Source: an optimization exercise on an open RTL-to-GDS flow (aim: small area and a short achievable clock period). Production flows keep margins and buffers that such runs may drop.

Design Circle_Area_Calculator, start of the top module:
module Circle_Area_Calculator(clk, rst, radius, area);
  input wire clk, rst;
  input wire [31:0] radius;
  output reg [31:0] area;
  wire [22:0] r = radius[22:0];
  wire [22:0] rn = ~r;
  wire p47 = r >= 23'h3504f4;
  wire p47n = ~p47;
  wire ge_a = r >= 23'h106ebf;
  wire ge_b = r >= 23'h4c422f;
  wire ge_c = r >= 23'h4c4230;
  wire q47 = (ge_a & ~p47) | ge_c;
  wire q47n = ~q47;
  wire [7:0] expo = {radius[29:23], 1'b0} + 8'd130 + {7'd0, ge_a} + {7'd0, ge_b};
  wire [22:0] mant;
  wire n1;
  ND2 u1 (r[0], r[1], n1);
  wire n2;
  ND2 u2 (r[0], r[2], n2);
  wire n3;
  ND2 u3 (r[0], r[3], n3);
  wire n4;
  ND2 u4 (r[0], r[4], n4);
  wire n5;
  ND2 u5 (r[0], r[5], n5);
  wire n6;
  ND2 u6 (r[0], r[6], n6);
  wire n7;
  ND2 u7 (r[0], r[7], n7);
  wire n8;
  ND2 u8 (r[0], r[8], n8);
  wire n9;
  ND2 u9 (r[0], r[9], n9);
  wire n10;
  ND2 u10 (r[0], r[10], n10);
  wire n11;
  ND2 u11 (r[0], r[11], n11);
  wire n12;
  ND2 u12 (r[0], r[12], n12);
  wire n13;
  ND2 u13 (r[0], r[13], n13);
  wire n14;
  ND2 u14 (r[0], r[14], n14);
  wire n15;
  ND2 u15 (r[0], r[15], n15);
  wire n16;
  ND2 u16 (r[0], r[16], n16);
  wire n17;
  ND2 u17 (r[0], r[17], n17);
  wire n18;
  ND2 u18 (r[0], r[18], n18);
  wire n19;
  ND2 u19 (r[0], r[19], n19);
  wire n20;
  ND2 u20 (r[0], r[20], n20);
  wire n21;
  ND2 u21 (r[0], r[21], n21);
  wire n22;
  ND2 u22 (r[0], r[22], n22);
  wire n23;
  ND2 u23 (r[1], r[2], n23);
  wire n24;
  ND2 u24 (r[1], r[3], n24);
  wire n25;
  ND2 u25 (r[1], r[4], n25);
  wire n26;
  ND2 u26 (r[1], r[5], n26);
  wire n27;
  ND2 u27 (r[1], r[6], n27);
  wire n28;
  ND2 u28 (r[1], r[7], n28);
  wire n29;
  ND2 u29 (r[1], r[8], n29);
  wire n30;
  ND2 u30 (r[1], r[9], n30);
  wire n31;
  ND2 u31 (r[1], r[10], n31);
  wire n32;
  ND2 u32 (r[1], r[11], n32);
  wire n33;
  ND2 u33 (r[1], r[12], n33);
  wire n34;
  ND2 u34 (r[1], r[13], n34);
  wire n35;
  ND2 u35 (r[1], r[14], n35);
  wire n36;
  ND2 u36 (r[1], r[15], n36);
  wire n37;
  ND2 u37 (r[1], r[16], n37);
  wire n38;
  ND2 u38 (r[1], r[17], n38);
  wire n39;
  ND2 u39 (r[1], r[18], n39);
  wire n40;
  ...
Settings: LEC_CHECK=0, CAP_MARGIN=20, CORE_MARGIN=2, CORE_UTILIZATION=40, SLEW_MARGIN=20, SYNTH_HIERARCHICAL=1, SYNTH_MINIMUM_KEEP_SIZE=0; clock period 30.0 ns.
standard.sh (not shown) runs the stock make flow with config.mk's settings and CLKGATE_MAP_FILE= SYNTH_SCRIPT=/design/flow/synth_recipe.tcl, a recipe that flattens the netlist after the stock synthesis.
==> flow/flow/run.sh <==
#!/bin/bash
set -o pipefail
cp standard.sh standard_sh.log
export SETUP_SLACK_MARGIN=${MARGIN:-14}
export BUFFER_PORTS_ARGS="${BPA:--buffer_cell sky130_fd_sc_hd__buf_4}"
bash standard.sh > standard.log 2>&1
Then changed:
--- a/flow/flow/run.sh
+++ b/flow/flow/run.sh
@@ -5 +4,0 @@
-export BUFFER_PORTS_ARGS="${BPA:--buffer_cell sky130_fd_sc_hd__buf_4}"
Die area stays the same.
Cell area rises by 4.6%.
Wire length rises by about 0.9%.
Worst setup slack is worse by 0.20 ns.
Sequential share of layout area fell by 0.21 points.
First-iteration DRC count goes down by about 5%.
Clock-buffer cell count stays the same.
Function was not checked in any run of this note: the RTL went through the layout flow alone.

==> port drivers added, routing unchanged <==
In the flow no input, the clock included, has a driving cell. The finished layouts below were timed again as built, in two steps. Step 1 (the two cells are an assumption about what drives the block):
set clk [get_ports {clk}]
set_driving_cell -lib_cell sky130_fd_sc_hd__clkbuf_16 $clk
set_driving_cell -lib_cell sky130_fd_sc_hd__buf_2 [delete_from_list [all_inputs] $clk]
Step 2 times the ports against the registers' clock, not the clock port: input delays grow and output delays shrink by t, the midpoint of the rising clock arrivals with the driver on. a / b / c = no drivers / after step 1 / after step 2; a / b = the first two.
run | shift t [ns] | setup WS [ns] | hold WS [ns] | worst data-port slew with drivers (ns)
the first run | 0.304 | 14.680 / 14.673 / 14.369 | 5.969 / 5.968 / 6.272 | 0.04
the second run | 0.309 | 14.477 / 14.484 / 14.175 | 6.178 / 6.165 / 6.475 | 0.04
After both steps setup and hold are still met in every run listed. For the first run, which loses most, drivers alone change the setup slack by -0.007 ns; drivers and shift together by -0.311 ns.
